This is an optimization exercise on Yosys and OpenROAD, whose aim is small area, not a production implementation. In this exercise RTL edits were held to simulation tests only and were not proved equivalent to the original. In every run shown here, the design's own scripts or RTL, not TritonCTS, make the clock network. No driver is modelled on the clock port, so clock power and skew are understated where the tree is cut down; a real chip needs a root buffer or a tree. Power is estimated from default activity; no workload was simulated.

**flow/design.v**
```verilog
module uartwb_top (
  input  wire        clk_i,
  input  wire        nrst_i,
  input  wire        uart_rx,
  output wire        uart_tx,
  output wire [31:0] m_wb_addr_o,
  output wire [31:0] m_wb_data_o,
  input  wire [31:0] m_wb_data_i,
  output wire        m_wb_we_o,
  output wire        m_wb_cyc_o,
  output wire        m_wb_stb_o,
  input  wire        m_wb_ack_i
  );
  reg  [5:0] tmr;
  reg        ph;
  wire       half = tmr[0] & tmr[1] & tmr[4] & tmr[5];
  wire       full = half & ph;
  always @(posedge clk_i)
    if (!nrst_i | half)
      tmr <= 6'd0;
    else
      tmr <= {tmr[4:0], ~(tmr[0] ^ tmr[5])};
  always @(posedge clk_i)
    if (!nrst_i)
      ph <= 1'b0;
    else
      ph <= ph ^ half;
  reg  [4:0] rc;
  reg  [3:0] bc;
  reg        bad;      
  reg [39:0] xs;       
  reg [31:0] ws;       
  reg  [3:0] txc;      
  reg  [2:0] bs;       
  reg        txbit;    
  wire rc_end = rc[4] & rc[0];                   
  wire samp   = half & ~rc[0] & (rc[4:1] != 4'd0);
  wire ok     = ~bad;
  wire we     = (xs[7:0] == 8'h01);
  wire done   = half & rc_end & (bc == 4'd12);
  wire cyc    = (bc == 4'd13);
  wire tx_go  = full & (bc == 4'd14) & (txc == 4'd0);
  wire ack    = cyc & m_wb_ack_i;
  wire srcx   = bs[2] & (bs[1] ^ bs[0]);         
  wire srcw   = ~bs[2] & (bs[1:0] != 2'd0) | (bs == 3'd4);  
  wire txlat  = full & ((txc == 4'd7) | (txc[3] & (txc != 4'd15)));
  wire push   = samp & ~bc[3];
  wire pflag  = rc[0] & (rc[4:1] != 4'd0);
  wire pop    = full & srcx & txc[3] & ~pflag;
  wire xsh    = push | pop;
  always @(posedge clk_i)
    if (!nrst_i)
      rc <= 5'd0;
    else if (half)
      rc <= (((rc[4:1] == 4'd0) & uart_rx) | rc_end) ? 5'd0 : rc + 5'd1;
  always @(posedge clk_i)
    if (!nrst_i | tx_go)
      bc <= 4'd3;
    else if (done)
      bc <= {2'b11, ~ok, ok};
    else if (half & rc_end & ~(bc[3] & bc[2]))
      bc <= bc + 4'd1;
    else if (ack)
      bc <= 4'd14;
  wire rot  = samp & (bc == 4'd12);
  wire colx = xs[0] ^ xs[8] ^ xs[16] ^ xs[24] ^ xs[32] ^ ws[0] ^ ws[8] ^ ws[16] ^ ws[24];
  always @(posedge clk_i)
    if ((bc == 4'd3) & (rc == 5'd0))
      bad <= 1'b0;
    else if (rot & ~(colx ^ uart_rx))
      bad <= 1'b1;
  always @(posedge clk_i)
    if (xsh | rot)
      xs <= {rot ? xs[8] : uart_rx, xs[39:9], rot ? xs[0] : xs[8], xs[7:1]};
  wire wsh = (samp & bc[3] & ~bc[2]) | (txlat & srcw);
  always @(posedge clk_i)
    if (ack | wsh | rot)
      ws <= ({m_wb_data_i[7:0], m_wb_data_i[15:8], m_wb_data_i[23:16], m_wb_data_i[31:24]} & {32{ack}})
          | ({rot ? ws[0] : uart_rx, ws[31:1]} & {32{wsh | rot}});
  always @(posedge clk_i)
    if (txlat)
      txbit <= srcx ? (xsh ? xs[1] : xs[0]) : ws[0];
  always @(posedge clk_i)
    if (!nrst_i) begin
      txc <= 4'd0;
      bs  <= 3'd0;
    end else if (full) begin
      if (txc == 4'd7)
        txc <= (bs != 3'd0) ? 4'd8 : 4'd0;
      else if (txc != 4'd0) begin
        txc <= txc + 4'd1;
        if (txc == 4'd15)
          bs <= (bs == 3'd6) ? 3'd0 : bs - 3'd1;
      end else if (tx_go) begin
        txc <= 4'd7;
        bs  <= ok ? (we ? 3'd6 : 3'd5) : 3'd0;
      end else if (bs != 3'd0)
        txc <= 4'd7;
    end
  assign uart_tx     = (txc == 4'd7) ? 1'b0 : (txc[3] ? txbit : 1'b1);
  assign m_wb_addr_o = {xs[39:32], xs[15:8], xs[23:16], xs[31:24]};
  assign m_wb_data_o = {ws[31:24], ws[7:0], ws[15:8], ws[23:16]};
  assign m_wb_we_o   = we;
  assign m_wb_cyc_o  = cyc;
  assign m_wb_stb_o  = cyc;
endmodule
```
**flow/flow/run.sh**
```bash
#!/bin/bash
set -e
rm -rf orfs_scripts
cp -r "$FLOW_HOME/scripts" orfs_scripts
cp flow/abc.script orfs_scripts/abc_speed.script
export SCRIPTS_DIR="$PWD/orfs_scripts"
export BUFFER_PORTS_ARGS="-buffer_cell sky130_fd_sc_hd__buf_1"
export PRE_CTS_TCL="$PWD/flow/clock_tree.tcl"
export MY_CLK_NBUF=4
export MY_CLK_CELL=sky130_fd_sc_hd__buf_12
export MY_CLK_ROOT=
bash standard.sh > standard.log 2>&1
```
**flow/flow/abc.script**
```
strash
ifraig
balance -l
resub -K 6 -l
rewrite -l
resub -K 6 -N 2 -l
refactor -l
resub -K 8 -l
balance -l
resub -K 8 -N 2 -l
rewrite -l
resub -K 10 -l
rewrite -z -l
resub -K 10 -N 2 -l
balance -l
resub -K 12 -l
refactor -z -l
resub -K 12 -N 2 -l
rewrite -z -l
balance -l
dch -f
amap
strash
dch
amap
```
**flow/flow/clock_tree.tcl**
```tcl
# Clock tree built by hand, before ORFS's clock tree step (which then skips
# clk_i, whose nets already have buffers).  The flip-flops are split by
# position into nb groups (2 columns, each cut into nb/2 rows); each group is
# driven by one leaf cell placed at its centre.  With an inverting leaf cell,
# clk_i drives one inverting root cell that drives the leaves, so the
# flip-flops see clk_i's polarity.
proc my_clock_tree { nb leaf_cell {root_cell ""} } {
  set block [ord::get_db_block]
  set dbu [$block getDbUnitsPerMicron]
  set clk [$block findNet clk_i]
  set sinks {}
  foreach it [$clk getITerms] {
    if {![$it isInputSignal] && [$it getIoType] ne "INPUT"} continue
    set loc [[$it getInst] getLocation]
    lappend sinks [list [lindex $loc 0] [lindex $loc 1] $it]
  }
  set n [llength $sinks]
  set cols [expr {$nb >= 2 ? 2 : 1}]
  set rows [expr {$nb / $cols}]
  set byx [lsort -integer -index 0 $sinks]
  set per [expr {int(ceil(double($n) / $cols))}]
  set lmaster [[ord::get_db] findMaster $leaf_cell]
  set src $clk
  if {$root_cell ne ""} {
    set rmaster [[ord::get_db] findMaster $root_cell]
    set root [odb::dbInst_create $block $rmaster clkroot]
    set src [odb::dbNet_create $block clknet_root]
    $src setSigType CLOCK
    [$root findITerm A] connect $clk
    [$root findITerm [expr {[$root findITerm Y] ne "NULL" ? "Y" : "X"}]] connect $src
  }
  set g 0
  set ax 0; set ay 0
  for {set c 0} {$c < $cols} {incr c} {
    set col [lsort -integer -index 1 [lrange $byx [expr {$c*$per}] [expr {($c+1)*$per-1}]]]
    set pr [expr {int(ceil(double([llength $col]) / $rows))}]
    for {set r 0} {$r < $rows} {incr r} {
      set grp [lrange $col [expr {$r*$pr}] [expr {($r+1)*$pr-1}]]
      if {[llength $grp] == 0} continue
      set sx 0; set sy 0
      foreach s $grp { set sx [expr {$sx + [lindex $s 0]}]; set sy [expr {$sy + [lindex $s 1]}] }
      set cx [expr {$sx / [llength $grp]}]
      set cy [expr {$sy / [llength $grp]}]
      set ax [expr {$ax + $cx}]; set ay [expr {$ay + $cy}]
      set leaf [odb::dbInst_create $block $lmaster clkleaf$g]
      set net [odb::dbNet_create $block clknet_leaf$g]
      $net setSigType CLOCK
      foreach s $grp { set it [lindex $s 2]; $it disconnect; $it connect $net }
      set out [expr {[$leaf findITerm Y] ne "NULL" ? "Y" : "X"}]
      [$leaf findITerm A] connect $src
      [$leaf findITerm $out] connect $net
      $leaf setLocation $cx $cy
      $leaf setPlacementStatus PLACED
      puts "clock leaf $g: [llength $grp] sinks at [expr {$cx/$dbu}] [expr {$cy/$dbu}]"
      incr g
    }
  }
  if {$root_cell ne ""} {
    $root setLocation [expr {$ax / $g}] [expr {$ay / $g}]
    $root setPlacementStatus PLACED
  }
}

# Sourced by ORFS's cts.tcl (PRE_CTS_TCL) just before its clock_tree_synthesis
# call: build the tree here, then let that call only mark the clock propagated.
my_clock_tree $::env(MY_CLK_NBUF) $::env(MY_CLK_CELL) $::env(MY_CLK_ROOT)
rename clock_tree_synthesis orfs_clock_tree_synthesis
proc clock_tree_synthesis {args} {
  puts "clock tree built by flow/clock_tree.tcl"
  set_propagated_clock [all_clocks]
}
```
**flow/standard.sh**
```bash
#!/bin/bash
# synth_recipe.tcl (not shown) runs the flow's synth.tcl, then flattens the netlist and writes it again
# the make line also repeats each setting of config.mk as NAME=value (left out here)
make -C /OpenROAD-flow-scripts/flow DESIGN_CONFIG=/design/flow/config.mk WORK_HOME=/design/flow/orfs CLKGATE_MAP_FILE= SYNTH_SCRIPT=/design/flow/synth_recipe.tcl "${@:-finish}"
```
**flow/config.mk**
```make
export PLATFORM = sky130hd
export DESIGN_NAME = uartwb_top
export DESIGN_NICKNAME = uartwb_top
export VERILOG_FILES = /design/flow/design.v
export SDC_FILE = /design/flow/constraint.sdc
export NUM_CORES = 4
export LEC_CHECK = 0
export CAP_MARGIN = 0
export CORE_MARGIN = 2
export CORE_UTILIZATION = 40
export SLEW_MARGIN = 0
```
**flow/constraint.sdc**
```tcl
create_clock -name core_clock -period 10.0 [get_ports {clk_i}]
set_input_delay 2.0000 -clock core_clock [delete_from_list [all_inputs] [get_ports {clk_i}]]
set_output_delay 2.0000 -clock core_clock [all_outputs]
set_load 0.01 [all_outputs]
```
==> flow_summary.json, run 1 <==
{
  "status": "no timing/DRC/antenna violations",
  "hold_buffers": 0,
  "grt_pass1_vias": 2513,
  "ff2ff_setup_slack_ns": 6.40,
  "avgRoutedWirePerCell_um": 14.1,
  "crit_slowest_cell": "nor3_1",
  "p_per_area_nw_per_um2": 131,
  "slew_viol_final": 0,
  "setup_viol": 0,
  "placed_cell_area_um2": 4480,
  "die_h_um": 106,
  "grt_setup_unrepaired": "false",
  "crit_path_end_kind": "flip-flop",
  "nFillCells": 985,
  "clkTransAtPathRegs_ns": 0.10,
  "num_vias": 2733,
  "die_area_um2": 11200,
  "worst-path-buf-inv": 4,
  "row_count": 37,
  "ios": 104,
  "multi_input_area_um2": 1100,
  "dp_hpwl_um": 5640,
  "finalInstanceArea_um2": 4560,
  "core_um2": 10200,
  "r2r_end": "ws[0]",
  "syn-instance-count": 338,
  "async_flop_share": 0,
  "maxCapViolCount": 0,
  "port-buffer-count": 103,
  "cp_data_required_time_ns": 9.79,
  "antenna_found_initial": 0,
  "finalWorstSetupSlack_ns": 6.40,
  "synth.top_cells.by_count": "edfxtp_1 (73), nor2_1 (36), clkinv_1 (35)",
  "cp_data_arrival_time_ns": 3.39,
  "post_cts_resize_count": 0,
  "peakVddDrop_uv": 85.0,
  "gp_congestion": 0.765,
  "grt_start_max_net_pins": 41,
  "ys_ff_latch": 97,
  "start_util": 0.407,
  "antenna_cells": 0,
  "cp_cell_sequence": "nand2_1 > nor3_1 > nand3_1 > nor2_1 > clkinv_1 > o311ai_2 > buf_4 > clkinv_1 > nand2_1 > buf_4",
  "drt-initial-drc-count": 112,
  "fin_nets": 466,
  "reg2reg_from": "tmr[0]",
  "fin_skew_ns": 0.0114,
  "worstSetupStartpointType": "flip-flop",
  "synth_top_area_frac": 0.529,
  "drcViolationCount": 0,
  "cts_setup_buffers": 0,
  "tns_ns": 0,
  "grt.total_usage": 0.134,
  "regArea_um2": 2670,
  "ys_types": 31,
  "synth_edf_count": 73,
  "timing_worst_setup_path_type": "reg2reg",
  "finalPower_uw": 597,
  "ys.flop_type": "edfxtp_1",
  "grt_pass1_wl_um": 12500,
  "critPathMaxFanout": 32,
  "syn_to_final_growth_pct": 10.1,
  "drtAntennaViolNets": 0,
  "slowest_delay_ns": 0.83,
  "final_util": 0.448,
  "drt-pass1-iter-count": 6,
  "timing.fmax_mhz": 278,
  "hold_depth": 2,
  "synth-seq-area-share": 0.645,
  "insertion_delay_ns": 0.13,
  "hold_class": "reg2reg",
  "reg2reg_depth": 10,
  "period_share": 0.360,
  "ys_warn_count": 1,
  "die_w_um": 106,
  "hold_start": "tmr[4]",
  "dp_slack_ns": 6.37,
  "critPathTopFamily": "simple AND/OR/NAND/NOR gates",
  "ys_top_cells_by_area": "edfxtp_1 (53%), dfxtp_1 (12%), a22o_1 (6.6%)",
  "final-hold-violation-count": 0,
  "viasPerCell": 4.96,
  "overflow": 0,
  "syn_area_um2": 4140,
  "leakage_nw": 1.58,
  "min_to": "tmr[5]",
  "final_layout_size_suffix_gt1_frac": 0.0193,
  "wl_um": 7770,
  "yosysMostFrequentCell": "edfxtp_1",
  "worst_pin_slew_ns": 1.04,
  "yosysTopAreaCell": "edfxtp_1",
  "slew-limit-headroom": 0.298,
  "syn_nets": 387,
  "post-route-min-period_ns": 3.60,
  "avgSynthCellArea_um2": 12.3
}
[metal layers]
layer	track usage	routed length [um]
met1	0.207	3640
met2	0.210	3500
met3	0.0155	542
met4	0.0141	93
met5	0	0
[power breakdown]
part | internal [mW] | switching (mW) | total [mW]
clock network | 0.0652 | 0.0941 | 0.159
logic | 0.00451 | 0.00509 | 0.00960
registers | 0.427 | 0.000306 | 0.428
[cells by family (layout without fill, tap and decap cells)]
logic type | count (synthesis) | count (layout) | share of synthesized area
compound gates | 76 | 76 | 0.136
xor+xnor | 1 | 1 | 0.00211
fa+ha+maj | 13 | 13 | 0.0393
buf+inv | 68 | 145 | 0.0915
flops | 97 | 97 | 0.645
simple gates | 83 | 83 | 0.0867
[per-stage QoR]
stage          cells  hold WS (ns)
2_1_floorplan    338         0.404
3_3_place_gp     547         0.419
3_5_place_dp     547         0.425
4_1_cts          551         0.440
5_1_grt          551         0.469
6_report         551         0.434
[placed cells by master, fill, tap and decap left out, types with 2 or more instances in the layout]
cell type,n
or2_0,2
nand3_1,8
buf_4,3
nand4_1,3
o21a_1,2
buf_12,4
o22ai_1,5
a31oi_1,3
a221oi_1,2
nand2_1,21
edfxtp_1,73
nor3_1,6
clkinv_1,35
a211oi_1,5
nor2_1,36
a21oi_1,10
o32ai_1,2
a22o_1,31
buf_1,103
ha_1,13
dfxtp_1,24
o21ai_0,9
nor2b_1,5
[tightest hold or removal path, delay by kind of cell (launching register included)]
kind / cells / cell delay, ns
simple gates: 1 / 0.04
flops: 1 / 0.31
buf+inv: 1 / 0.05
[worst max path at each step]
stage,from,to,slack [ns],cells after the start
final,tmr[0],ws[0],6.40,10
after floorplan,tmr[0],ws[0],4.22,6
after detailed placement,m_wb_ack_i,ws[25],6.37,4
after global routing,tmr[4],ws[6],5.89,10
after CTS,tmr[0],ws[7],6.39,10
after global placement,m_wb_ack_i,ws[6],6.44,4
[sequential cells by signal, summed over array words and instances (netlist names)]
| signal | flops |
|---|---|
| ph | 1 |
| rc | 5 |
| tmr | 6 |
| txbit | 1 |
| txc | 4 |
| bc | 4 |
| ws | 32 |
| bs | 3 |
| bad | 1 |
| xs | 40 |
[area by class of cell]
class | count | share of cell area
plain buffers | 4 | 0.0175
multi-input cells | 173 | 0.241
repair buffers | 106 | 0.0897
inverters | 35 | 0.0288
flip-flops and latches | 97 | 0.586
well taps | 136 | 0.0373
==> run 2: changes to the inputs <==
--- a/flow/config.mk
+++ b/flow/config.mk
@@ -7,5 +7,5 @@
 export LEC_CHECK = 0
-export CAP_MARGIN = 0
+export CAP_MARGIN = 20
 export CORE_MARGIN = 2
-export CORE_UTILIZATION = 40
-export SLEW_MARGIN = 0
+export CORE_UTILIZATION = 55
+export SLEW_MARGIN = 20
==> flow_summary.json, run 2 <==
{
  "dp_hpwl_um": 5280,
  "async_flop_share": 0,
  "ios": 104,
  "insertion_delay_ns": 0.13,
  "final_common_cell": "buf_1",
  "final_layout_size_suffix_gt1_frac": 0.0216,
  "synth_fa_ha_area_frac": 0.0393,
  "clkTransAtPathRegs_ns": 0.10,
  "start_util": 0.568,
  "slew-limit-headroom": 0.448,
  "status": "no timing/DRC/antenna violations",
  "fin_skew_ns": 0.0135,
  "critPathMaxFanout": 32,
  "dp_slack_ns": 6.41,
  "critical_path.startpoint": "m_wb_ack_i",
  "drt-pass1-iter-count": 4,
  "cp_cell_sequence": "buf_1 > nand2_1 > clkinv_1 > a22o_1",
  "num_vias": 2680,
  "timing_worst_setup_path_type": "in2reg",
  "worst_pin_slew_ns": 0.823,
  "leakage_nw": 1.59,
  "synth_edf_count": 73,
  "drcViolationCount": 0,
  "largest_register": "xs",
  "setup_viol": 0,
  "die_h_um": 90.8,
  "antenna_found_initial": 0,
  "hold_depth": 2,
  "hold_start": "tmr[1]",
  "slew_viol_final": 0,
  "period_share": 0.341,
  "r2r_end": "ws[15]",
  "syn_area_um2": 4140,
  "synth_top_family_by_area": "compound AO/OA/AOI/OAI gates",
  "antenna_cells": 0,
  "reg2reg_from": "tmr[0]",
  "die_w_um": 90.8,
  "min_to": "tmr[2]",
  "worstSetupStartpointType": "input pin",
  "hold_buffers": 0,
  "wl_um": 7320,
  "crit_path_end_kind": "flip-flop",
  "gp_congestion": 0.823,
  "port-buffer-count": 103,
  "largest_register_ffs": 40,
  "grt_pass1_wl_um": 12000,
  "avgRoutedWirePerCell_um": 14.2,
  "post-route-min-period_ns": 3.41,
  "top_regs": "xs: 40 flops, ws: 32 flops, tmr: 6 flops",
  "finalWorstSetupSlack_ns": 6.59,
  "cp_data_required_time_ns": 9.89,
  "drt-initial-drc-count": 69,
  "final_cell_mix": "buf_1 (103), edfxtp_1 (73), nor2_1 (36), clkinv_1 (35), a22o_1 (31)",
  "nFillCells": 614,
  "synth.top_cells.by_count": "edfxtp_1 (73), nor2_1 (36), clkinv_1 (35)",
  "synth_xor_area_frac": 0.00211,
  "grt_setup_unrepaired": "false",
  "syn-instance-count": 338,
  "avgSynthCellArea_um2": 12.3,
  "tns_ns": 0,
  "synth-seq-area-share": 0.645,
  "timing.fmax_mhz": 294,
  "crit_slowest_cell": "clkinv_1",
  "ff2ff_setup_slack_ns": 6.94,
  "ys_types": 31,
  "final-hold-violation-count": 0,
  "synth_compound_area_frac": 0.136,
  "slowest_delay_ns": 0.66,
  "yosys.area_share.simple": 0.0867,
  "viasPerCell": 5.20,
  "syn_nets": 387,
  "cts_setup_buffers": 0,
  "reg2reg_depth": 11,
  "ys_top_cells_by_area": "edfxtp_1 (53%), dfxtp_1 (12%), a22o_1 (6.6%)",
  "peakVddDrop_uv": 101,
  "ys_warn_count": 1,
  "die_area_um2": 8240,
  "p_per_area_nw_per_um2": 132,
  "fin_nets": 467,
  "row_count": 31,
  "grt.total_usage": 0.172,
  "drtAntennaViolNets": 0,
  "overflow": 0,
  "grt_start_max_net_pins": 41,
  "synthMuxAreaShare": 0,
  "maxCapViolCount": 0,
  "synth_top_area_frac": 0.529,
  "syn_to_final_growth_pct": 9.18,
  "grt_pass1_vias": 2472,
  "ys_ff_latch": 97,
  "ys.flop_type": "edfxtp_1",
  "yosysTopAreaCell": "edfxtp_1",
  "cp_data_arrival_time_ns": 3.29,
  "yosysMostFrequentCell": "edfxtp_1",
  "hold_class": "reg2reg",
  "core_um2": 7290,
  "post_cts_resize_count": 0
}
## run 2: cell counts after synthesis
No cell type changed its count.
## run 2: layout make-up
| class | instances | area [um^2] | area share |
|---|---|---|---|
| Buffer | 4 | 80.1 | 0.0177 |
| Tap cell | 99 | 124 | 0.0274 |
| Timing Repair Buffer | 107 | 417 | 0.0921 |
| Inverter | 35 | 131 | 0.0290 |
| Sequential cell | 97 | 2670 | 0.591 |
| Multi-Input combinational cell | 173 | 1100 | 0.243 |
## run 2: worst max-delay path by stage
stage	endpoint
CTS	ws[6]
finish	ws[6]
global route	ws[6]
floorplan	ws[0]
global placement	ws[1]
detailed placement	ws[6]
## run 2: critical path, delay by kind of cell
family | cells | cell delay (ns)
compound gates | 1 | 0.46
buf+inv | 2 | 0.74
simple gates | 1 | 0.09
## run 2: layer usage
layer / track usage / vias up / wire length, um
met5: 0 / - / 0
met4: 0.0152 / 0 / 75
met3: 0.0234 / 6 / 387
met2: 0.279 / 75 / 3360
met1: 0.261 / 1237 / 3500
li1: - / 1362 / -
## run 2: report_power, final
group	leakage (nW)	internal (mW)	switching, mW	total [mW]
registers	0.937	0.427	0.000318	0.428
logic	0.615	0.00451	0.00519	0.00970
clock network	0.0376	0.0651	0.0948	0.160
## run 2: logic make-up after synthesis
family          Yosys count
xor+xnor                  1
simple gates             83
fa+ha+maj                13
compound gates           76
buf+inv                  68
flops                    97
## run 2: per-stage QoR
step | hold WS, ns | total power [mW] | area, um^2 | util | instances
after CTS | 0.432 | 0.603 | 4520 | 0.620 | 515
after global routing | 0.456 | 0.615 | 4520 | 0.620 | 515
after global placement | 0.418 | 0.447 | 4440 | 0.609 | 511
after floorplan | 0.404 | 0.440 | 4140 | - | 338
after detailed placement | 0.416 | 0.447 | 4440 | 0.609 | 511
final | 0.428 | 0.597 | 4520 | 0.620 | 515
==> run 3: changes to the inputs <==
--- a/flow/config.mk
+++ b/flow/config.mk
@@ -9,3 +9,3 @@
 export CORE_MARGIN = 2
-export CORE_UTILIZATION = 55
+export CORE_UTILIZATION = 70
 export SLEW_MARGIN = 20
==> flow_summary.json, run 3 <==
{
  "multi_input_area_um2": 1100,
  "final_layout_size_suffix_gt1_frac": 0.0216,
  "crit_slowest_cell": "clkinv_1",
  "num_vias": 2889,
  "ys.flop_type": "edfxtp_1",
  "timing_worst_setup_path_type": "in2reg",
  "core_um2": 5820,
  "p_per_area_nw_per_um2": 132,
  "synth-seq-area-share": 0.645,
  "row_count": 28,
  "status": "no timing/DRC/antenna violations",
  "avgRoutedWirePerCell_um": 16.6,
  "synth_edf_count": 73,
  "drt-initial-drc-count": 149,
  "insertion_delay_ns": 0.13,
  "grt_pass1_vias": 2542,
  "gp_congestion": 0.885,
  "finalInstanceArea_um2": 4490,
  "hold_buffers": 0,
  "syn-instance-count": 338,
  "largest_register": "xs",
  "grt_setup_unrepaired": "false",
  "yosysTopAreaCell": "edfxtp_1",
  "port-buffer-count": 103,
  "top_regs": "xs: 40 flops, ws: 32 flops, tmr: 6 flops",
  "peakVddDrop_uv": 128,
  "start_util": 0.713,
  "post-route-min-period_ns": 3.41,
  "antenna_cells": 0,
  "syn_area_um2": 4140,
  "largest_register_ffs": 40,
  "ys_types": 31,
  "fin_skew_ns": 0.00867,
  "syn_nets": 387,
  "nFillCells": 391,
  "cp_data_arrival_time_ns": 3.29,
  "maxCapViolCount": 0,
  "post_cts_resize_count": 0,
  "placed_cell_area_um2": 4410,
  "crit_path_end_kind": "flip-flop",
  "slew-limit-headroom": 0.454,
  "die_area_um2": 6550,
  "grt_pass1_wl_um": 12100,
  "final_util": 0.773,
  "die_h_um": 80.9,
  "cp_cell_sequence": "buf_1 > nand2_1 > clkinv_1 > a22o_1",
  "drtAntennaViolNets": 0,
  "viasPerCell": 5.88,
  "slew_viol_final": 0,
  "final_common_cell": "buf_1",
  "cp_data_required_time_ns": 9.88,
  "leakage_nw": 1.59,
  "yosysMostFrequentCell": "edfxtp_1",
  "regArea_um2": 2670,
  "cts_setup_buffers": 0,
  "grt.total_usage": 0.238,
  "grt_start_max_net_pins": 41,
  "clkTransAtPathRegs_ns": 0.09,
  "die_w_um": 80.9,
  "ys_warn_count": 1,
  "finalPower_uw": 593,
  "dpl.cell_count": 487,
  "ys_top_cells_by_area": "edfxtp_1 (53%), dfxtp_1 (12%), a22o_1 (6.6%)",
  "drt-pass1-iter-count": 5,
  "drcViolationCount": 0,
  "tns_ns": 0,
  "dp_hpwl_um": 6120,
  "ios": 104,
  "timing.fmax_mhz": 294,
  "avgSynthCellArea_um2": 12.3,
  "final-hold-violation-count": 0,
  "fin_cells": 491,
  "setup_viol": 0,
  "worstSetupStartpointType": "input pin",
  "ys_ff_latch": 97,
  "wl_um": 8170,
  "final_cell_mix": "buf_1 (103), edfxtp_1 (73), nor2_1 (36), clkinv_1 (35), a22o_1 (31)",
  "overflow": 0,
  "async_flop_share": 0,
  "antenna_found_initial": 0,
  "period_share": 0.341,
  "slowest_delay_ns": 0.65,
  "worst_pin_slew_ns": 0.813,
  "fin_nets": 467,
  "critPathMaxFanout": 32,
  "synth_top_area_frac": 0.529,
  "hold_class": "reg2reg",
  "syn_to_final_growth_pct": 8.45,
  "synth.top_cells.by_count": "edfxtp_1 (73), nor2_1 (36), clkinv_1 (35)"
}
## run 3: cell counts in the layout (fill, tap and decap cells not counted)
No cell type changed its count.
## run 3: routing by layer
layer | vias up | wire, um | part of all wire | global-route usage
met3 | 13 | 557 | 0.068 | 0.0189
met1 | 1386 | 3400 | 0.42 | 0.338
li1 | 1363 | - | - | -
met4 | 0 | 166 | 0.020 | 0.0492
met2 | 127 | 4050 | 0.49 | 0.408
met5 | - | 0 | 0 | 0
## run 3: critical path, delay by kind of cell
family | cells | cell delay (ns)
AOI/OAI and AO/OA | 1 | 0.46
buffers and inverters | 2 | 0.73
and+or+nand+nor | 1 | 0.09
## run 3: layout make-up
cell class,instances,share of cell area
Sequential cell,97,0.595
Tap cell,75,0.0209
Timing Repair Buffer,107,0.0927
Buffer,4,0.0178
Inverter,35,0.0292
Multi-Input combinational cell,173,0.245
## run 3: power breakdown
group	switching [mW]	internal [mW]	total (mW)
sequential	0.000381	0.428	0.428
clock	0.0899	0.0651	0.155
combinational	0.00521	0.00451	0.00972
total	0.0955	0.497	0.593
## run 3: stage by stage
stage	worst slack, ns	hold WS [ns]
3_3_place_gp	6.46	0.414
6_report	6.59	0.437
2_1_floorplan	4.22	0.404
4_1_cts	6.57	0.428
5_1_grt	6.49	0.460
3_5_place_dp	6.41	0.430
## run 3: cells by family (layout without fill, tap and decap cells)
family	after synthesis	after routing	share of synthesized area
flops	97	97	0.645
simple gates	83	83	0.0867
compound gates	76	76	0.136
buf+inv	68	146	0.0915
fa+ha+maj	13	13	0.0393
xor+xnor	1	1	0.00211
## run 3: path summary, 6_finish.rpt
path,startpoint,to,slack (ns),cells past startpoint
max reg2reg,tmr[0],ws[13],7.07,11
min reg2reg,tmr[4],tmr[5],0.44,2
min,tmr[4],tmr[5],0.44,2
max,m_wb_ack_i,ws[9],6.59,4
==> run 4: changes to the inputs <==
--- a/flow/config.mk
+++ b/flow/config.mk
@@ -9,3 +9,4 @@
 export CORE_MARGIN = 2
-export CORE_UTILIZATION = 70
+export CORE_UTILIZATION = 40
+export GPL_TIMING_DRIVEN = 0
 export SLEW_MARGIN = 20
==> flow_summary.json, run 4 <==
{
  "status": "no timing/DRC/antenna violations",
  "grt.total_usage": 0.132,
  "final-hold-violation-count": 0,
  "drt-pass1-iter-count": 4,
  "insertion_delay_ns": 0.14,
  "final_cell_mix": "buf_1 (103), edfxtp_1 (73), nor2_1 (36), buf_4 (36), clkinv_1 (35)",
  "slew-limit-headroom": 0.293,
  "whs_ns": 0.437,
  "worst-path-buf-inv": 2,
  "gp_congestion": 0.815,
  "grt_pass1_vias": 2509,
  "p_sw_uw": 104,
  "worst_path_most_repeated_cell": "clkinv_1",
  "final_layout_size_suffix_gt1_frac": 0.0980,
  "p_seq_frac": 0.712,
  "timing.fmax_mhz": 284,
  "avgRoutedWirePerCell_um": 13.3,
  "fin_nets": 500,
  "grt_pass1_wl_um": 12400,
  "viasPerCell": 4.89,
  "met2WireLength_um": 3430,
  "wl_um": 7790,
  "grt_setup_unrepaired": "false",
  "nFillCells": 973,
  "period_share": 0.352,
  "cts_setup_buffers": 0,
  "ys.flop_type": "edfxtp_1",
  "hold_start": "tmr[4]",
  "reg2reg_depth": 8,
  "ios": 104,
  "yosysMostFrequentCell": "edfxtp_1",
  "synth.top_cells.by_count": "edfxtp_1 (73), nor2_1 (36), clkinv_1 (35)",
  "synth_top_area_frac": 0.529,
  "cp_data_required_time_ns": 9.77,
  "clkTransAtPathRegs_ns": 0.11,
  "tns_ns": 0,
  "port-buffer-count": 103,
  "ys_warn_count": 1,
  "post_cts_resize_count": 0,
  "critPathTopFamily": "simple AND/OR/NAND/NOR gates",
  "start_util": 0.407,
  "worst_pin_slew_ns": 1.05,
  "overflow": 0,
  "dp_hpwl_um": 5720,
  "cp_cell_sequence": "nand2_1 > nor3_1 > nand3_1 > nor2_1 > clkinv_1 > o311ai_2 > clkinv_1 > nand2_2",
  "drcViolationCount": 0,
  "fin_cells": 585,
  "worstSetupStartpointType": "flip-flop",
  "async_flop_share": 0,
  "drt-initial-drc-count": 138,
  "setup_viol": 0,
  "finalWorstSetupSlack_ns": 6.48,
  "timing_worst_setup_path_type": "reg2reg",
  "cell_internal_pwr_uw": 497,
  "drtAntennaViolNets": 0,
  "avgSynthCellArea_um2": 12.3,
  "ys_ff_latch": 97,
  "num_vias": 2862,
  "die_h_um": 106,
  "crit_path_end_kind": "flip-flop",
  "yosysTopAreaCell": "edfxtp_1",
  "multi_input_area_um2": 1100,
  "hold_class": "reg2reg",
  "regArea_um2": 2670,
  "ff2ff_setup_slack_ns": 6.48,
  "final_common_cell": "buf_1",
  "ys_types": 31,
  "highest_layer": "met4",
  "maxCapViolCount": 0,
  "sw_frac_of_total": 0.172,
  "top_regs": "xs: 40 flops, ws: 32 flops, tmr: 6 flops",
  "syn-instance-count": 338,
  "post-route-min-period_ns": 3.52,
  "leakage_nw": 1.75,
  "peakVddDrop_uv": 87.5,
  "wl_met1_um": 3860,
  "dp_slack_ns": 6.35,
  "largest_register_ffs": 40,
  "syn_to_final_growth_pct": 16.7,
  "grt_start_max_net_pins": 33,
  "slowest_delay_ns": 0.84,
  "antenna_found_initial": 0,
  "r2r_end": "ws[8]",
  "hold_depth": 2,
  "largest_register": "xs",
  "syn_nets": 387,
  "crit_slowest_cell": "nor3_1",
  "die_w_um": 106,
  "pwr-share-comb": 0.016,
  "hold_buffers": 0,
  "synth-seq-area-share": 0.645,
  "critPathMaxFanout": 32,
  "dpl.cell_count": 581,
  "row_count": 37,
  "p_per_area_nw_per_um2": 124,
  "fin_skew_ns": 0.0159,
  "core_um2": 10200,
  "die_area_um2": 11200,
  "ys_top_cells_by_area": "edfxtp_1 (53%), dfxtp_1 (12%), a22o_1 (6.6%)",
  "syn_area_um2": 4140,
  "p_clk_frac": 0.272,
  "min_to": "tmr[5]",
  "reg2reg_from": "tmr[0]",
  "wl_met3_um": 418,
  "synth_edf_count": 73,
  "antenna_cells": 0,
  "slew_viol_final": 0,
  "cp_data_arrival_time_ns": 3.28
}
[run 4: cell counts after synthesis]
Identical to the previous run, type by type.
[run 4: power by group through the flow]
| stage | logic, mW | registers, mW | clock network [mW] |
|---|---|---|---|
| floorplan | 0.00330 | 0.437 | 0 |
| global placement | 0.00923 | 0.437 | 0 |
| detailed placement | 0.00943 | 0.437 | 0 |
| CTS | 0.00945 | 0.428 | 0.168 |
| global route | 0.0105 | 0.428 | 0.180 |
| finish | 0.00939 | 0.428 | 0.163 |
[run 4: through the flow]
| stage | area, um^2 | power [mW] | utilization |
|---|---|---|---|
| final | 4840 | 0.601 | 0.475 |
| after global routing | 4840 | 0.618 | 0.475 |
| after CTS | 4840 | 0.605 | 0.475 |
| after detailed placement | 4760 | 0.446 | 0.467 |
| after global placement | 4700 | 0.446 | 0.462 |
| after floorplan | 4140 | 0.440 | - |
[run 4: worst min-delay path: cells and delay by family (launching register included)]
| kind | cells | cell delay, ns |
|---|---|---|
| buffers and inverters | 1 | 0.05 |
| DFF | 1 | 0.31 |
| and+or+nand+nor | 1 | 0.04 |
[run 4: worst max-delay path by stage]
stage | to | slack, ns | depth (start not counted) | startpoint
final | ws[8] | 6.48 | 8 | tmr[0]
after global routing | ws[1] | 6.06 | 8 | tmr[0]
after CTS | ws[1] | 6.44 | 8 | tmr[0]
after detailed placement | ws[6] | 6.35 | 4 | m_wb_ack_i
after global placement | ws[7] | 1.92 | 6 | tmr[0]
after floorplan | ws[0] | 4.22 | 6 | tmr[0]
[run 4: kinds of logic after synthesis]
family                     share of synthesized area
DFF                                            0.645
adders and majority gates                     0.0393
and+or+nand+nor                               0.0867
AOI/OAI and AO/OA                              0.136
buffers and inverters                         0.0915
xor gates and xnor gates                     0.00211
[run 4: cell type report]
type,instances,share of cell area
multi-input combinational,173,0.228
buffer,37,0.0678
tap,136,0.0352
timing repair buffer,107,0.0887
sequential,97,0.553
inverter,35,0.0272
[run 4: per-layer routing]
metal	vias to the layer above	track usage
met3	6	0.0155
met4	0	0.0122
met5	-	0
met1	1352	0.204
li1	1428	-
met2	76	0.209
==> run 5: changes to the inputs <==
--- a/flow/config.mk
+++ b/flow/config.mk
@@ -10,3 +10,2 @@
 export CORE_UTILIZATION = 40
-export GPL_TIMING_DRIVEN = 0
 export SLEW_MARGIN = 20
==> flow_summary.json, run 5 <==
{
  "insertion_delay_ns": 0.13,
  "post_cts_resize_count": 0,
  "regArea_um2": 2670,
  "gp_congestion": 0.765,
  "setup_viol": 0,
  "synth.top_cells.by_count": "edfxtp_1 (73), nor2_1 (36), clkinv_1 (35)",
  "hold_class": "reg2reg",
  "final_cell_mix": "buf_1 (103), edfxtp_1 (73), nor2_1 (36), clkinv_1 (35), a22o_1 (31)",
  "synth_edf_count": 73,
  "tns_ns": 0,
  "period_share": 0.346,
  "largest_register": "xs",
  "antenna_found_initial": 0,
  "ys.flop_type": "edfxtp_1",
  "cp_data_required_time_ns": 9.89,
  "yosysTopAreaCell": "edfxtp_1",
  "hold_buffers": 0,
  "nFillCells": 984,
  "cp_data_arrival_time_ns": 3.34,
  "ys_warn_count": 1,
  "finalWorstSetupSlack_ns": 6.54,
  "final_layout_size_suffix_gt1_frac": 0.0217,
  "die_area_um2": 11200,
  "final-hold-violation-count": 0,
  "port-buffer-count": 103,
  "overflow": 0,
  "yosysMostFrequentCell": "edfxtp_1",
  "timing.fmax_mhz": 289,
  "worstSetupStartpointType": "input pin",
  "finalInstanceArea_um2": 4570,
  "drtAntennaViolNets": 0,
  "cts_setup_buffers": 0,
  "num_vias": 2729,
  "syn-instance-count": 338,
  "grt_pass1_vias": 2513,
  "slowest_delay_ns": 0.68,
  "die_h_um": 106,
  "dp_hpwl_um": 5640,
  "row_count": 37,
  "status": "no timing/DRC/antenna violations",
  "ys_types": 31,
  "worst_pin_slew_ns": 0.849,
  "maxCapViolCount": 0,
  "peakVddDrop_uv": 85.0,
  "crit_slowest_cell": "clkinv_1",
  "avgRoutedWirePerCell_um": 14.1,
  "grt_setup_unrepaired": "false",
  "syn_to_final_growth_pct": 10.2,
  "p_per_area_nw_per_um2": 131,
  "final_common_cell": "buf_1",
  "slew_viol_final": 0,
  "fin_skew_ns": 0.0117,
  "leakage_nw": 1.58,
  "ys_top_cells_by_area": "edfxtp_1 (53%), dfxtp_1 (12%), a22o_1 (6.6%)",
  "fin_nets": 466,
  "critPathMaxFanout": 32,
  "top_regs": "xs: 40 flops, ws: 32 flops, tmr: 6 flops",
  "grt.total_usage": 0.134,
  "drt-pass1-iter-count": 6,
  "die_w_um": 106,
  "viasPerCell": 4.95,
  "drcViolationCount": 0,
  "finalPower_uw": 597,
  "async_flop_share": 0,
  "placed_cell_area_um2": 4480,
  "final_util": 0.449,
  "syn_nets": 387,
  "wl_um": 7770,
  "grt_pass1_wl_um": 12500,
  "post-route-min-period_ns": 3.46,
  "clkTransAtPathRegs_ns": 0.10,
  "synth-seq-area-share": 0.645,
  "multi_input_area_um2": 1100,
  "largest_register_ffs": 40,
  "timing_worst_setup_path_type": "in2reg",
  "avgSynthCellArea_um2": 12.3,
  "dp_slack_ns": 6.37,
  "crit_path_end_kind": "flip-flop",
  "grt_start_max_net_pins": 41,
  "drt-initial-drc-count": 111,
  "antenna_cells": 0,
  "ys_ff_latch": 97,
  "core_um2": 10200,
  "syn_area_um2": 4140,
  "ios": 104,
  "cp_cell_sequence": "buf_1 > nand2_1 > clkinv_1 > a22o_1",
  "synth_top_area_frac": 0.529,
  "start_util": 0.407,
  "slew-limit-headroom": 0.430
}
## run 5: worst paths after layout
| check | startpoint | end | slack [ns] | depth (start not counted) |
|---|---|---|---|---|
| setup reg to reg | tmr[0] | ws[0] | 6.78 | 10 |
| hold reg to reg | tmr[4] | tmr[5] | 0.44 | 2 |
| hold / removal | tmr[4] | tmr[5] | 0.44 | 2 |
| setup / recovery | m_wb_ack_i | ws[14] | 6.54 | 4 |
## run 5: cells by family after synthesis
family / after synthesis / synth area share
AO/OA/AOI/OAI: 76 / 0.136
XOR/XNOR: 1 / 0.00211
adder cells (fa/ha/maj): 13 / 0.0393
buffers and inverters: 68 / 0.0915
flip-flops: 97 / 0.645
AND/OR/NAND/NOR: 83 / 0.0867
## run 5: per-layer routing
layer / global-route usage / share of wire / vias up / wire, um
met5: 0 / 0 / - / 0
met4: 0.0141 / 0.012 / 0 / 93
met3: 0.0155 / 0.067 / 6 / 522
met2: 0.210 / 0.45 / 90 / 3490
met1: 0.207 / 0.47 / 1273 / 3660
li1: - / - / 1360 / -
## run 5: cell type report
class	count	share of cell area
multi-input combinational	173	0.242
buffer	4	0.0175
tap	136	0.0373
timing repair buffer	106	0.0896
inverter	35	0.0288
sequential	97	0.585
## run 5: metrics by stage
step           std cells  hold WS (ns)
2_1_floorplan        338         0.404
3_3_place_gp         547         0.419
3_5_place_dp         547         0.425
4_1_cts              551         0.440
5_1_grt              551         0.472
6_report             551         0.445
## run 5: power by group
group	switching (mW)	internal (mW)	total, mW
logic	0.00513	0.00451	0.00964
registers	0.000307	0.427	0.428
clock network	0.0943	0.0652	0.159
## run 5: worst max-delay path: cells and delay by family
kind	cells	cell delay (ns)
buffers and inverters	2	0.75
AOI/OAI and AO/OA	1	0.47
and+or+nand+nor	1	0.11
==> run 6: changes to the inputs <==
--- a/flow/flow/run.sh
+++ b/flow/flow/run.sh
@@ -8,2 +8,3 @@
 export PRE_CTS_TCL="$PWD/flow/clock_tree.tcl"
+export PRE_GLOBAL_PLACE_TCL="$PWD/flow/pre_gpl.tcl"
 export MY_CLK_NBUF=4
==> flow/flow/pre_gpl.tcl (new file) <==
remove_buffers
--- a/flow/config.mk
+++ b/flow/config.mk
@@ -10,2 +10,3 @@
 export CORE_UTILIZATION = 40
+export GPL_TIMING_DRIVEN = 0
 export SLEW_MARGIN = 20
==> flow_summary.json, run 6 <==
{
  "status": "no timing/DRC/antenna violations",
  "reg2reg_from": "tmr[0]",
  "ys_top_cells_by_area": "edfxtp_1 (53%), dfxtp_1 (12%), a22o_1 (6.6%)",
  "start_util": 0.407,
  "ys.flop_type": "edfxtp_1",
  "final_common_cell": "buf_1",
  "final_cell_mix": "buf_1 (103), edfxtp_1 (73), nor2_1 (36), clkinv_1 (35), a22o_1 (31)",
  "maxCapViolCount": 0,
  "ys_warn_count": 1,
  "hold_class": "reg2reg",
  "core_um2": 10200,
  "syn-instance-count": 338,
  "dp_slack_ns": 6.35,
  "drt-pass1-iter-count": 4,
  "crit_path_end_kind": "flip-flop",
  "largest_register_ffs": 40,
  "finalWorstSetupSlack_ns": 6.49,
  "row_count": 37,
  "peakVddDrop_uv": 86.0,
  "worstSetupStartpointType": "input pin",
  "ff2ff_setup_slack_ns": 6.73,
  "syn_to_final_growth_pct": 10.9,
  "yosysMostFrequentCell": "edfxtp_1",
  "largest_register": "xs",
  "die_area_um2": 11200,
  "clkTransAtPathRegs_ns": 0.10,
  "timing_worst_setup_path_type": "in2reg",
  "wl_um": 7630,
  "synth.top_cells.by_count": "edfxtp_1 (73), nor2_1 (36), clkinv_1 (35)",
  "post_cts_resize_count": 0,
  "grt.total_usage": 0.132,
  "top_regs": "xs: 40 flops, ws: 32 flops, tmr: 6 flops",
  "grt_pass1_vias": 2507,
  "drcViolationCount": 0,
  "drt-initial-drc-count": 146,
  "port-buffer-count": 103,
  "reg2reg_depth": 9,
  "cp_data_required_time_ns": 9.89,
  "async_flop_share": 0,
  "ios": 104,
  "synth-seq-area-share": 0.645,
  "gp_congestion": 0.798,
  "synth_edf_count": 73,
  "slew-limit-headroom": 0.426,
  "avgSynthCellArea_um2": 12.3,
  "syn_nets": 387,
  "grt_start_max_net_pins": 35,
  "cp_data_arrival_time_ns": 3.40,
  "timing.fmax_mhz": 285,
  "leakage_nw": 1.59,
  "final_layout_size_suffix_gt1_frac": 0.0288,
  "fin_skew_ns": 0.0145,
  "drtAntennaViolNets": 0,
  "avgRoutedWirePerCell_um": 13.8,
  "antenna_cells": 0,
  "placed_cell_area_um2": 4510,
  "p_per_area_nw_per_um2": 131,
  "viasPerCell": 4.97,
  "cts_setup_buffers": 0,
  "grt_setup_unrepaired": "false",
  "insertion_delay_ns": 0.14,
  "grt_pass1_wl_um": 12400,
  "worst_pin_slew_ns": 0.855,
  "hold_start": "tmr[4]",
  "ys_types": 31,
  "finalInstanceArea_um2": 4600,
  "r2r_end": "ws[1]",
  "min_to": "tmr[5]",
  "yosysTopAreaCell": "edfxtp_1",
  "num_vias": 2744,
  "ys_ff_latch": 97,
  "hold_buffers": 0,
  "overflow": 0,
  "fin_nets": 467,
  "setup_viol": 0,
  "period_share": 0.351,
  "die_h_um": 106,
  "syn_area_um2": 4140,
  "final_util": 0.451,
  "dp_hpwl_um": 5630,
  "post-route-min-period_ns": 3.51,
  "antenna_found_initial": 0,
  "hold_depth": 2,
  "slew_viol_final": 0,
  "synth_top_area_frac": 0.529,
  "final-hold-violation-count": 0,
  "die_w_um": 106,
  "tns_ns": 0,
  "critPathMaxFanout": 32
}
run 6: layer usage:
| layer | wire, um | share of wire | up-vias | global-route usage |
|---|---|---|---|---|
| met5 | 0 | 0 | - | 0 |
| met4 | 102 | 0.013 | 0 | 0.0179 |
| met3 | 492 | 0.064 | 10 | 0.0179 |
| met2 | 3380 | 0.44 | 87 | 0.208 |
| met1 | 3660 | 0.48 | 1285 | 0.198 |
| li1 | - | - | 1362 | - |
run 6: power by group:
group,internal [mW],switching (mW)
sequential,0.427,0.000322
clock,0.0652,0.0976
combinational,0.00451,0.00501
total,0.497,0.103
run 6: worst max-delay path, stage by stage:
cell      delay [ns]
buf_1           0.07
nand2_1         0.14
clkinv_1        0.70
a22o_1          0.48
run 6: worst max-delay path by stage:
stage,startpoint,endpoint,slack (ns),cells after the start
2_1_floorplan,tmr[0],ws[0],4.22,6
3_3_place_gp,tmr[0],ws[7],1.66,6
3_5_place_dp,m_wb_ack_i,ws[6],6.35,4
4_1_cts,tmr[0],ws[7],6.34,9
5_1_grt,tmr[0],ws[8],6.35,9
6_report,m_wb_ack_i,ws[6],6.49,4
run 6: cell type report:
type,count,area [um^2]
Fill cell,960,5590
Sequential cell,97,2670
Multi-Input combinational cell,173,1110
Timing Repair Buffer,107,433
Tap cell,136,170
Inverter,35,131
Buffer,4,80.1
run 6: cell families after synthesis:
group	Yosys count	synth area share
buffers and inverters	68	0.0915
flip-flops	97	0.645
AO/OA/AOI/OAI	76	0.136
AND/OR/NAND/NOR	83	0.0867
adder cells (fa/ha/maj)	13	0.0393
XOR/XNOR	1	0.00211
run 6: stage by stage:
stage          total power, mW  hold slack, ns  instances
2_1_floorplan            0.440           0.404        338
3_3_place_gp             0.446           0.408        544
3_5_place_dp             0.446           0.414        548
4_1_cts                  0.604           0.417        552
5_1_grt                  0.618           0.466        552
6_report                 0.600           0.437        552
==> run 7: changes to the inputs <==
--- a/flow/design.v
+++ b/flow/design.v
@@ -27,3 +27,4 @@
       ph <= ph ^ half;
-  reg  [4:0] rc;
+  reg  [3:0] rn;
+  reg        rp;
   reg  [3:0] bc;
@@ -35,4 +36,5 @@
   reg        txbit;    
-  wire rc_end = rc[4] & rc[0];                   
-  wire samp   = half & ~rc[0] & (rc[4:1] != 4'd0);
+  wire ridle  = (rn[2:0] == 3'd0);
+  wire rc_end = rn[1] & rn[2] & rp;
+  wire samp   = half & ~rp & ~ridle;
   wire ok     = ~bad;
@@ -47,3 +49,3 @@
   wire push   = samp & ~bc[3];
-  wire pflag  = rc[0] & (rc[4:1] != 4'd0);
+  wire pflag  = rp & ~ridle;
   wire pop    = full & srcx & txc[3] & ~pflag;
@@ -51,6 +53,10 @@
   always @(posedge clk_i)
-    if (!nrst_i)
-      rc <= 5'd0;
-    else if (half)
-      rc <= (((rc[4:1] == 4'd0) & uart_rx) | rc_end) ? 5'd0 : rc + 5'd1;
+    if (!nrst_i | (half & ((ridle & uart_rx) | rc_end))) begin
+      rn <= 4'd0;
+      rp <= 1'b0;
+    end else if (half) begin
+      rp <= ~rp;
+      if (rp)
+        rn <= {rn[2:0], ~(rn[3] ^ rn[0])};
+    end
   always @(posedge clk_i)
@@ -67,3 +73,3 @@
   always @(posedge clk_i)
-    if ((bc == 4'd3) & (rc == 5'd0))
+    if ((bc == 4'd3) & ridle & ~rp)
       bad <= 1'b0;
--- a/flow/flow/run.sh
+++ b/flow/flow/run.sh
@@ -8,3 +8,2 @@
 export PRE_CTS_TCL="$PWD/flow/clock_tree.tcl"
-export PRE_GLOBAL_PLACE_TCL="$PWD/flow/pre_gpl.tcl"
 export MY_CLK_NBUF=4
--- a/flow/config.mk
+++ b/flow/config.mk
@@ -10,3 +10,2 @@
 export CORE_UTILIZATION = 40
-export GPL_TIMING_DRIVEN = 0
 export SLEW_MARGIN = 20
removed: flow/flow/pre_gpl.tcl
==> flow_summary.json, run 7 <==
{
  "grt_pass1_vias": 2463,
  "dpl.cell_count": 534,
  "post-route-min-period_ns": 3.75,
  "sw_frac_of_total": 0.166,
  "p_per_area_nw_per_um2": 132,
  "drt-initial-drc-count": 122,
  "viasPerCell": 5.01,
  "p_clk_frac": 0.267,
  "ys_warn_count": 1,
  "grt.total_usage": 0.133,
  "setup_viol": 0,
  "worst-path-buf-inv": 1,
  "cp_data_required_time_ns": 8.00,
  "yosysTopAreaCell": "edfxtp_1",
  "dp_hpwl_um": 5700,
  "slew-limit-headroom": 0.426,
  "slew_viol_final": 0,
  "synth.top_cells.by_count": "edfxtp_1 (73), buf_4 (33), nor2_1 (32)",
  "cell_internal_pwr_uw": 497,
  "timing.fmax_mhz": 267,
  "ys_ff_latch": 97,
  "die_h_um": 105,
  "synth-seq-area-share": 0.654,
  "overflow": 0,
  "core_um2": 9860,
  "critPathTopFamily": "simple AND/OR/NAND/NOR gates",
  "final_cell_mix": "buf_1 (103), edfxtp_1 (73), nor2_1 (32), clkinv_1 (31), a22o_1 (31)",
  "largest_register_ffs": 40,
  "worstSetupStartpointType": "flip-flop",
  "yosysMostFrequentCell": "edfxtp_1",
  "async_flop_share": 0,
  "crit_slowest_cell": "or4_1",
  "ys_types": 30,
  "port-buffer-count": 103,
  "leakage_nw": 1.54,
  "insertion_delay_ns": 0.13,
  "syn_nets": 375,
  "syn_to_final_growth_pct": 10.2,
  "top_regs": "xs: 40 flops, ws: 32 flops, tmr: 6 flops",
  "grt_setup_unrepaired": "false",
  "row_count": 36,
  "largest_register": "xs",
  "cts_setup_buffers": 0,
  "maxCapViolCount": 0,
  "fin_skew_ns": 0.0130,
  "ys_top_cells_by_area": "edfxtp_1 (54%), dfxtp_1 (12%), a22o_1 (6.6%)",
  "num_vias": 2698,
  "final-hold-violation-count": 0,
  "hold_class": "reg2reg",
  "fin_nets": 454,
  "grt_pass1_wl_um": 12300,
  "avgSynthCellArea_um2": 12.5,
  "worst_pin_slew_ns": 0.856,
  "period_share": 0.375,
  "p_sw_uw": 98.9,
  "clkTransAtPathRegs_ns": 0.10,
  "die_area_um2": 11000,
  "peakVddDrop_uv": 84.6,
  "timing_worst_setup_path_type": "reg2out",
  "synth_edf_count": 73,
  "avgRoutedWirePerCell_um": 14.7,
  "start_util": 0.414,
  "dp_slack_ns": 6.33,
  "crit_path_end_kind": "primary output",
  "drt-pass1-iter-count": 4,
  "gp_congestion": 0.824,
  "cp_cell_sequence": "or4_1 > nor4b_1 > buf_1",
  "post_cts_resize_count": 0,
  "p_seq_frac": 0.718,
  "finalWorstSetupSlack_ns": 6.25,
  "drcViolationCount": 0,
  "final_layout_size_suffix_gt1_frac": 0.0198,
  "die_w_um": 105,
  "slowest_delay_ns": 0.52,
  "synth_top_area_frac": 0.536,
  "hold_buffers": 0,
  "nFillCells": 917,
  "final_common_cell": "buf_1",
  "antenna_found_initial": 0,
  "ys.flop_type": "edfxtp_1",
  "tns_ns": 0,
  "wl_um": 7890,
  "drtAntennaViolNets": 0,
  "cp_data_arrival_time_ns": 1.75,
  "grt_start_max_net_pins": 41,
  "fin_cells": 538,
  "antenna_cells": 0,
  "status": "no timing/DRC/antenna violations",
  "critPathMaxFanout": 3,
  "syn_area_um2": 4090,
  "pwr-share-comb": 0.015,
  "syn-instance-count": 328,
  "ios": 104
}
[run 7: cell types whose count changed after synthesis, sizes merged, moves of 3 or more]
| cell | delta |
|---|---|
| clkinv | -4 |
| nor2 | -4 |
| nor2b | -4 |
| and3 | +3 |
| nand4 | -3 |
[run 7: metrics by stage]
stage / power, mW / hold WS (ns) / cell area (um^2) / util
3_3_place_gp: 0.446 / 0.415 / 4420 / 0.448
6_report: 0.596 / 0.431 / 4500 / 0.456
2_1_floorplan: 0.439 / 0.404 / 4090 / -
3_5_place_dp: 0.446 / 0.421 / 4420 / 0.448
4_1_cts: 0.602 / 0.437 / 4500 / 0.456
5_1_grt: 0.617 / 0.444 / 4500 / 0.456
[run 7: final timing paths]
kind,start,to,slack [ns],cells past startpoint
max,xs[4],m_wb_we_o,6.25,3
min,tmr[4],tmr[5],0.43,2
max reg2reg,tmr[0],ws[10],6.28,11
min reg2reg,tmr[4],tmr[5],0.43,2
[run 7: per-layer routing]
layer,global-route usage,vias to the layer above,routed length (um)
met1,0.193,1273,3720
met2,0.222,82,3660
met3,0.00998,14,361
met4,0.0248,0,154
li1,-,1329,-
met5,0,-,0
[run 7: final cells by class]
cell class / instances / area (um^2) / area share
Tap cell: 133 / 166 / 0.0370
Multi-Input combinational cell: 167 / 1060 / 0.235
Inverter: 31 / 116 / 0.0258
Sequential cell: 97 / 2670 / 0.594
Timing Repair Buffer: 106 / 409 / 0.0909
Buffer: 4 / 80.1 / 0.0178
[run 7: cells by family (layout without fill, tap and decap cells)]
logic type | count (synthesis) | count (layout) | synth area share
AOI/OAI and AO/OA | 76 | 76 | 0.137
adders and majority gates | 11 | 11 | 0.0337
buffers and inverters | 64 | 141 | 0.0891
DFF | 97 | 97 | 0.654
and+or+nand+nor | 80 | 80 | 0.0867
[run 7: worst reg2reg max path: stages (launching register included)]
cell      delay [ns]
dfxtp_1         0.36
nand2_1         0.07
nor3_1          0.41
clkinv_1        0.29
or3_1           0.48
nor3_1          0.37
clkinv_1        0.28
o311ai_2        0.14
buf_4           0.37
clkinv_1        0.15
nand2_1         0.07
buf_4           0.37
[run 7: power by group through the flow]
stage	combinational [mW]	sequential (mW)	clock, mW
after floorplan	0.00250	0.437	0
after global placement	0.00889	0.437	0
after CTS	0.00898	0.428	0.165
final	0.00892	0.428	0.159
after detailed placement	0.00892	0.437	0
after global routing	0.00997	0.428	0.180
==> run 8: changes to the inputs <==
--- a/flow/design.v
+++ b/flow/design.v
@@ -33,5 +33,9 @@
   reg [31:0] ws;       
-  reg  [3:0] txc;      
-  reg  [2:0] bs;       
+  reg  [3:0] txc;
+  reg  [2:0] bs;
   reg        txbit;    
+  wire tidle  = (txc[2:0] == 3'd0);
+  wire tdata  = (txc[3:1] != 3'd0);
+  wire tstart = ~tdata & txc[0];
+  wire tlast  = txc[3] & txc[2];
   wire ridle  = (rn[2:0] == 3'd0);
@@ -41,12 +45,13 @@
   wire we     = (xs[7:0] == 8'h01);
-  wire done   = half & rc_end & (bc == 4'd12);
-  wire cyc    = (bc == 4'd13);
-  wire tx_go  = full & (bc == 4'd14) & (txc == 4'd0);
+  wire done   = half & rc_end & (bc == 4'd11);
+  wire cyc    = (bc == 4'd7);
+  wire tx_go  = full & (bc == 4'd14) & tidle;
   wire ack    = cyc & m_wb_ack_i;
-  wire srcx   = bs[2] & (bs[1] ^ bs[0]);         
-  wire srcw   = ~bs[2] & (bs[1:0] != 2'd0) | (bs == 3'd4);  
-  wire txlat  = full & ((txc == 4'd7) | (txc[3] & (txc != 4'd15)));
-  wire push   = samp & ~bc[3];
+  wire srcx   = ~bs[2] & ~(bs[1] ^ bs[0]);       
+  wire srcw   = bs[2] | (bs[1] & ~bs[0]);        
+  wire bnone  = (bs == 3'b001);
+  wire txlat  = full & ~tidle & ~tlast;
+  wire push   = samp & ((bc == 4'd1) | (bc == 4'd2) | (bc == 4'd5) | (bc == 4'd10) | (bc == 4'd4));   
   wire pflag  = rp & ~ridle;
-  wire pop    = full & srcx & txc[3] & ~pflag;
+  wire pop    = full & srcx & tdata & ~pflag;
   wire xsh    = push | pop;
@@ -63,13 +68,11 @@
     if (!nrst_i | tx_go)
-      bc <= 4'd3;
+      bc <= 4'd1;
     else if (done)
-      bc <= {2'b11, ~ok, ok};
-    else if (half & rc_end & ~(bc[3] & bc[2]))
-      bc <= bc + 4'd1;
-    else if (ack)
-      bc <= 4'd14;
-  wire rot  = samp & (bc == 4'd12);
+      bc <= ok ? 4'd7 : 4'd14;
+    else if ((half & rc_end & ~((bc == 4'd11) | (bc == 4'd7) | (bc == 4'd14))) | ack)
+      bc <= {bc[2:0], ~(bc[3] ^ bc[0])};
+  wire rot  = samp & (bc == 4'd11);
   wire colx = xs[0] ^ xs[8] ^ xs[16] ^ xs[24] ^ xs[32] ^ ws[0] ^ ws[8] ^ ws[16] ^ ws[24];
   always @(posedge clk_i)
-    if ((bc == 4'd3) & ridle & ~rp)
+    if ((bc == 4'd1) & ridle & ~rp)
       bad <= 1'b0;
@@ -80,3 +83,3 @@
       xs <= {rot ? xs[8] : uart_rx, xs[39:9], rot ? xs[0] : xs[8], xs[7:1]};
-  wire wsh = (samp & bc[3] & ~bc[2]) | (txlat & srcw);
+  wire wsh = (samp & ((bc == 4'd9) | (bc == 4'd3) | (bc == 4'd6) | (bc == 4'd13))) | (txlat & srcw);
   always @(posedge clk_i)
@@ -89,19 +92,14 @@
   always @(posedge clk_i)
-    if (!nrst_i) begin
+    if (!nrst_i | (full & (tlast | (tstart & bnone))))
       txc <= 4'd0;
-      bs  <= 3'd0;
-    end else if (full) begin
-      if (txc == 4'd7)
-        txc <= (bs != 3'd0) ? 4'd8 : 4'd0;
-      else if (txc != 4'd0) begin
-        txc <= txc + 4'd1;
-        if (txc == 4'd15)
-          bs <= (bs == 3'd6) ? 3'd0 : bs - 3'd1;
-      end else if (tx_go) begin
-        txc <= 4'd7;
-        bs  <= ok ? (we ? 3'd6 : 3'd5) : 3'd0;
-      end else if (bs != 3'd0)
-        txc <= 4'd7;
-    end
-  assign uart_tx     = (txc == 4'd7) ? 1'b0 : (txc[3] ? txbit : 1'b1);
+    else if (full & (~tidle | tx_go | ~bnone))
+      txc <= {txc[2:0], ~(txc[3] ^ txc[0])};
+  always @(posedge clk_i)
+    if (!nrst_i)
+      bs <= 3'b001;
+    else if (tx_go)
+      bs <= {1'b0, ok & ~we, ~(ok & we)};
+    else if (full & tlast)
+      bs <= {bs[1:0], ~bs[0] & (bs[2] | ~bs[1])};
+  assign uart_tx     = tstart ? 1'b0 : (tdata ? txbit : 1'b1);
   assign m_wb_addr_o = {xs[39:32], xs[15:8], xs[23:16], xs[31:24]};
==> flow_summary.json, run 8 <==
{
  "start_util": 0.407,
  "nFillCells": 933,
  "syn-instance-count": 306,
  "port-buffer-count": 103,
  "hold_start": "tmr[4]",
  "crit_slowest_cell": "or4_1",
  "setup_viol": 0,
  "tns_ns": 0,
  "overflow": 0,
  "grt_pass1_wl_um": 11500,
  "core_um2": 9680,
  "drtAntennaViolNets": 0,
  "synth_top_area_frac": 0.556,
  "cts_setup_buffers": 0,
  "cp_data_required_time_ns": 8.00,
  "final_layout_size_suffix_gt1_frac": 0.0209,
  "slew-limit-headroom": 0.351,
  "p_per_area_nw_per_um2": 137,
  "avgSynthCellArea_um2": 12.9,
  "cp_cell_sequence": "or4_1 > nor4b_1 > buf_1",
  "insertion_delay_ns": 0.14,
  "worst_pin_slew_ns": 0.962,
  "final_common_cell": "buf_1",
  "gp_congestion": 0.767,
  "crit_path_end_kind": "primary output",
  "viasPerCell": 4.97,
  "clkTransAtPathRegs_ns": 0.10,
  "timing.fmax_mhz": 265,
  "cell_internal_pwr_uw": 497,
  "grt.total_usage": 0.134,
  "period_share": 0.378,
  "slowest_delay_ns": 0.53,
  "timing_worst_setup_path_type": "reg2out",
  "top_regs": "xs: 40 flops, ws: 32 flops, tmr: 6 flops",
  "largest_register_ffs": 40,
  "ys_types": 30,
  "synth_edf_count": 73,
  "synth-seq-area-share": 0.677,
  "drt-pass1-iter-count": 4,
  "final-hold-violation-count": 0,
  "p_sw_uw": 100,
  "grt_setup_unrepaired": "false",
  "antenna_cells": 0,
  "grt_start_max_net_pins": 41,
  "critPathMaxFanout": 3,
  "maxCapViolCount": 0,
  "post_cts_resize_count": 0,
  "syn_area_um2": 3950,
  "hold_buffers": 0,
  "whs_ns": 0.442,
  "yosysTopAreaCell": "edfxtp_1",
  "synth.top_cells.by_count": "edfxtp_1 (73), nor2_1 (34), buf_4 (33)",
  "sw_frac_of_total": 0.168,
  "ff2ff_setup_slack_ns": 6.91,
  "drt-initial-drc-count": 118,
  "yosysMostFrequentCell": "edfxtp_1",
  "hold_class": "reg2reg",
  "cp_data_arrival_time_ns": 1.78,
  "fin_nets": 424,
  "num_vias": 2563,
  "peakVddDrop_uv": 63.1,
  "reg2reg_depth": 10,
  "min_to": "tmr[5]",
  "slew_viol_final": 0,
  "leakage_nw": 1.47,
  "dp_hpwl_um": 5360,
  "async_flop_share": 0,
  "post-route-min-period_ns": 3.78,
  "p_seq_frac": 0.716,
  "worstSetupStartpointType": "flip-flop",
  "ys_top_cells_by_area": "edfxtp_1 (56%), dfxtp_1 (12%), a22o_1 (6.9%)",
  "ys_warn_count": 1,
  "die_w_um": 103,
  "reg2reg_from": "tmr[0]",
  "status": "no timing/DRC/antenna violations",
  "drcViolationCount": 0,
  "syn_nets": 345,
  "antenna_found_initial": 0,
  "wl_um": 7480,
  "r2r_end": "ws[25]",
  "final_cell_mix": "buf_1 (103), edfxtp_1 (73), nor2_1 (34), a22o_1 (31)",
  "ys_ff_latch": 97,
  "grt_pass1_vias": 2337,
  "fin_skew_ns": 0.0123,
  "pwr-share-comb": 0.015,
  "finalPower_uw": 597,
  "row_count": 36,
  "avgRoutedWirePerCell_um": 14.5,
  "syn_to_final_growth_pct": 10.4,
  "ys.flop_type": "edfxtp_1",
  "hold_depth": 2,
  "p_clk_frac": 0.269,
  "ios": 104,
  "final_util": 0.450,
  "largest_register": "xs",
  "die_area_um2": 10700,
  "die_h_um": 103
}
==> run 8: layout make-up <==
type | count | area [um^2] | area share
buffer | 4 | 80.1 | 0.0184
inverter | 24 | 90.1 | 0.0207
multi-input combinational | 152 | 938 | 0.215
sequential | 97 | 2670 | 0.613
tap | 133 | 166 | 0.0382
timing repair buffer | 106 | 409 | 0.0939
==> run 8: worst max-delay path by stage <==
stage,start,to,slack [ns],depth (start not counted)
final,xs[7],m_wb_we_o,6.22,3
after global routing,xs[4],m_wb_we_o,6.07,3
after CTS,xs[4],m_wb_we_o,6.17,3
after detailed placement,xs[4],m_wb_we_o,6.34,3
after global placement,m_wb_ack_i,ws[30],6.37,4
after floorplan,tmr[0],ws[0],5.50,8
==> run 8: power by group through the flow <==
stage	Clock [mW]	Sequential [mW]	Combinational (mW)
CTS	0.167	0.428	0.00904
detailed placement	0	0.437	0.00902
global route	0.181	0.428	0.0104
finish	0.160	0.428	0.00895
floorplan	0	0.437	0.00273
global placement	0	0.437	0.00886
==> run 8: stage by stage <==
step	cell area, um^2	cells	setup WS [ns]
2_1_floorplan	3950	306	5.50
3_3_place_gp	4280	512	6.37
3_5_place_dp	4280	512	6.34
4_1_cts	4360	516	6.17
5_1_grt	4360	516	6.07
6_report	4360	516	6.22
==> run 8: routing by layer <==
| metal | GRT usage | wire (um) | share of wire | vias up |
|---|---|---|---|---|
| li1 | - | - | - | 1270 |
| met1 | 0.199 | 3660 | 0.49 | 1219 |
| met2 | 0.223 | 3400 | 0.46 | 67 |
| met3 | 0.00941 | 311 | 0.042 | 7 |
| met4 | 0.0152 | 100 | 0.013 | 0 |
| met5 | 0 | 0 | 0 | - |
==> run 8: worst max-delay path, delay by kind of cell (launching register included) <==
kind	cells	cell delay (ns)
buffers and inverters	1	0.21
DFF	1	0.40
and+or+nand+nor	2	1.04
==> run 8: cell families (layout without fill, tap and decap cells) <==
family,Yosys count,in the layout,synth area share
AO/OA/AOI/OAI,80,80,0.148
XOR/XNOR,2,2,0.00444
AND/OR/NAND/NOR,67,67,0.0752
flip-flops,97,97,0.677
buffers and inverters,57,134,0.0856
adder cells (fa/ha/maj),3,3,0.00952

-- afterwards: timing with drivers on the ports --
Ports are ideal in the flow. The routed layouts listed here were re-timed in OpenROAD. Step 1 assumes that a clkbuf_16 drives the clock port and a buf_2 every other input. Step 2 moves the port delays by t, midway between the first and last clock arrival at a register: inputs arrive t later, outputs are due t later. That takes back most of the time a late clock gives input paths. Three values: no drivers, after step 1, after step 2; two values: the first two.
run | t (ns) | setup WS [ns] | slew at the worst register clock pin (ns) | pins driven straight from the clock port
run 1 | 0.212 | 6.400 / 6.399 / 6.399 | 0.10 / 0.10 | 4
run 2 | 0.210 | 6.593 / 6.610 / 6.446 | 0.10 / 0.10 | 4
run 3 | 0.207 | 6.594 / 6.574 / 6.448 | 0.09 / 0.09 | 4
run 4 | 0.213 | 6.484 / 6.484 / 6.375 | 0.11 / 0.11 | 4
run 5 | 0.212 | 6.545 / 6.507 / 6.395 | 0.10 / 0.10 | 4
run 6 | 0.214 | 6.491 / 6.551 / 6.337 | 0.10 / 0.10 | 4
run 7 | 0.212 | 6.254 / 6.170 / 6.284 | 0.10 / 0.10 | 4
run 8 | 0.214 | 6.224 / 6.140 / 6.354 | 0.10 / 0.10 | 4
After both steps setup and hold are still met in every run listed. The setup slack of run 6, which loses most, moves by +0.060 ns with the drivers and by -0.154 ns with both steps.
